What follows belongs to an exercise in optimizing a design on an open flow for small area, a short achievable clock period and few clock cycles per item; a production flow would make more cautious choices.
Where RTL was checked, it was by simulation tests only, not by an equivalence proof against the original.
No activity file was given, so power comes from the tool's default toggle rates.

run A:
// HW3_FPMUL_754SP
module HW3_FPMUL_754SP(Clk, Rst, St, FPmplier, FPmcand, Done, Ovf, Unf, FPproduct);
For scale: about 82 flip-flops, ~100 I/O pins, roughly 16000 µm² of cells after synthesis.
clock: 8.6 ns
lec_check: 0
cap_margin: 20
core_margin: 2
core_utilization: 40
setup_slack_margin: 0
slew_margin: 20
synth_hierarchical: 1
synth_minimum_keep_size: 0
run.sh (not shown) runs the stock make flow with config.mk's settings and CLKGATE_MAP_FILE= SYNTH_SCRIPT=/design/flow/synth_recipe.tcl, a recipe that flattens the netlist after the stock synthesis.
Testbench counts of run A, summed over its fixed seeds: cycles 12,000, ops 12,000.
## Diff of input files: run B against run A
Settings: SETUP_SLACK_MARGIN: 0 -> 2.
--- outcome ---
Utilization: run A vs run B — no meaningful difference
On wire length, run B and run A are basically level.
Looking at maximum fanout encountered on the critical timing path, run B sits 7 lower than run A does.
Cell area: run A vs run B — no meaningful difference
Here is what was changed in the inputs of run C compared with run B.
Settings: SETUP_SLACK_MARGIN now 3.5, was 2.
Notes after the runs:
Run comparison: run B critical path startpoint FPmcand[0]; run C critical path startpoint FPmcand[11]. Sort run C and run B by combined flip-flop and latch cell area desc -> top: run C. Est. power | run C vs run B | run C higher. Number of nets at the end of the flow, run C vs run B: up by a little under 10%. Going from run B to run C, count of antenna diodes in the layout +1; routed wire length went up; power share of the clock group now sits lower; combinational power saw an increase; quantity of hold-fixing buffers added after cts neither gained nor lost much. Run C vs run B — maximum frequency from static timing analysis climbed by more than 10%.

* * *

Another version of the RTL of HW3_FPMUL_754SP (not shown whole).
Size: roughly 100 I/O pins, ~0.016 sq mm of cells after synthesis.
Settings: LEC_CHECK=0, CAP_MARGIN=20, CORE_MARGIN=2, CORE_UTILIZATION=40, SETUP_SLACK_MARGIN=3.5, SLEW_MARGIN=20, SYNTH_HIERARCHICAL=1, SYNTH_MINIMUM_KEEP_SIZE=0; clock period 8.6 ns.
standard.sh (not shown) runs the stock make flow with config.mk's settings and CLKGATE_MAP_FILE= SYNTH_SCRIPT=/design/flow/synth_recipe.tcl, a recipe that flattens the netlist after the stock synthesis.
==> flow/flow/run.sh <==
#!/bin/bash
set -euo pipefail
export BUFFER_PORTS_ARGS="-buffer_cell sky130_fd_sc_hd__buf_1"
bash standard.sh > standard.log 2>&1
Then changed:
Settings changed: SETUP_SLACK_MARGIN 3.5 to 3.
=>
- die area stays the same
- final area decreases by 13%
- total power fell by 20%
- sequential share of layout area grows by 1.2 points
- worst hold slack is about the same
- via count falls by 7.1%
- routed wire length is lower by 12%
Then changed:
Settings changed: SETUP_SLACK_MARGIN 3 to 2.
Result: Combinational power is about the same; worst setup slack got worse by 690 ps; maximum frequency goes down by 11%; routed wire length goes down by 4.9%; global-route usage goes down by 0.89 points; power hardly moves; via count goes down by 3.0%; sequential share of layout area goes up by 0.60 points; sequential power goes down by about 0.4%; die area stays the same.
Function was not checked in any run of this note: the RTL went through the layout flow alone.

* * *

Another version of the RTL of HW3_FPMUL_754SP (not shown whole).
Size in the first run: roughly 82 flip-flops, about 100 I/O pins, roughly 16000 sq um of cells after synthesis.
export LEC_CHECK = 0
export CAP_MARGIN = 20
export CORE_MARGIN = 2
export CORE_UTILIZATION = 60
export PLACE_DENSITY = 0.72
export SETUP_SLACK_MARGIN = 3
export SLEW_MARGIN = 20
export SYNTH_HIERARCHICAL = 1
export SYNTH_MINIMUM_KEEP_SIZE = 0
create_clock -name core_clock -period 8.6 [get_ports {Clk}]
Scripts as last shown in full above: flow/flow/run.sh
The baseline produced a clean layout.
Testbench counts at the start, summed over its fixed seeds: cycles 12,000, ops 12,000.
==> next run, changes <==
Settings changed: CORE_UTILIZATION 60 to 40, PLACE_DENSITY 0.72 to not set, SETUP_SLACK_MARGIN 3 to 3.3.
=> Sequential share of layout area fell by 0.75 points; utilization fell by 19 points; power rose by 5.1%; setup slack gets better by 290 ps; cell area rose by 8.4%; clock-buffer cell count stays the same.

* * *

Setup of red:
Starting RTL as in the previous note.
clock: 8.6 ns
lec_check: 0
cap_margin: 20
core_margin: 2
core_utilization: 40
setup_slack_margin: 2.5
slew_margin: 20
synth_hierarchical: 1
synth_minimum_keep_size: 0
Scripts as last shown in full above: flow/flow/run.sh
red ran to completion and came out clean on the timing, design-rule and antenna checks.
Testbench counts of red, summed over its fixed seeds: cycles 12,000, ops 12,000.
Inputs modified between red and blue:
diff --git a/flow/config.mk b/flow/config.mk
--- a/flow/config.mk
+++ b/flow/config.mk
@@ -9,5 +9,5 @@
 export CORE_MARGIN = 2
 export CORE_UTILIZATION = 40
-export SETUP_SLACK_MARGIN = 2.5
+export SETUP_SLACK_MARGIN = 3
 export SLEW_MARGIN = 20
 export SYNTH_HIERARCHICAL = 1
- When blue is set beside red, its total area of multi-input combinational cells turns out to be about 0.65% larger.
- The worst-path maximum fanout of blue falls short of that of red by 9.
- From red to blue the numbers moved as follows: number of inserted filler cells in the final layout held steady, final non-filler cell area now larger.

-- port drivers added, routing unchanged --
How much do the figures lean on ideal ports? The routed layouts below were timed once more, with nothing changed but the port constraints.
Step 1, drivers: a clkbuf_16 drives Clk and a buf_2 each remaining input, both assumed.
Step 2 times the ports against the registers' clock, not the clock port: input delays grow and output delays shrink by t, the midpoint of the rising clock arrivals with the driver on.
Three values: ideal, step 1, step 2; two values: the first two.
| run | shift t [ns] | setup WS [ns] | slew at the worst register clock pin (ns) | worst slew at a driven data input, ns |
|---|---|---|---|---|
| run A | 0.421 | 1.955 / 1.965 / 1.544 | 0.08 / 0.08 | 0.05 |
| run B | 0.421 | 2.111 / 2.135 / 1.713 | 0.08 / 0.08 | 0.05 |
| run C | 0.431 | 3.240 / 3.241 / 2.810 | 0.08 / 0.08 | 0.07 |
| the first run of note 2 | 0.425 | 3.232 / 3.237 / 2.812 | 0.08 / 0.08 | 0.07 |
| the second run of note 2 | 0.422 | 3.074 / 3.095 / 2.673 | 0.08 / 0.08 | 0.03 |
| the third run of note 2 | 0.412 | 2.381 / 2.410 / 1.998 | 0.08 / 0.08 | 0.04 |
| the first run of note 3 | 0.401 | 3.052 / 3.069 / 2.668 | 0.09 / 0.09 | 0.04 |
| the second run of note 3 | 0.409 | 3.341 / 3.366 / 2.957 | 0.08 / 0.08 | 0.06 |
| red | 0.406 | 2.643 / 2.665 / 2.259 | 0.08 / 0.08 | 0.04 |
| blue | 0.407 | 3.040 / 3.056 / 2.649 | 0.08 / 0.08 | 0.05 |
After both steps setup and hold are still met in every run listed. The setup slack of run C, which loses most, moves by +0.001 ns with the drivers and by -0.430 ns with both steps.
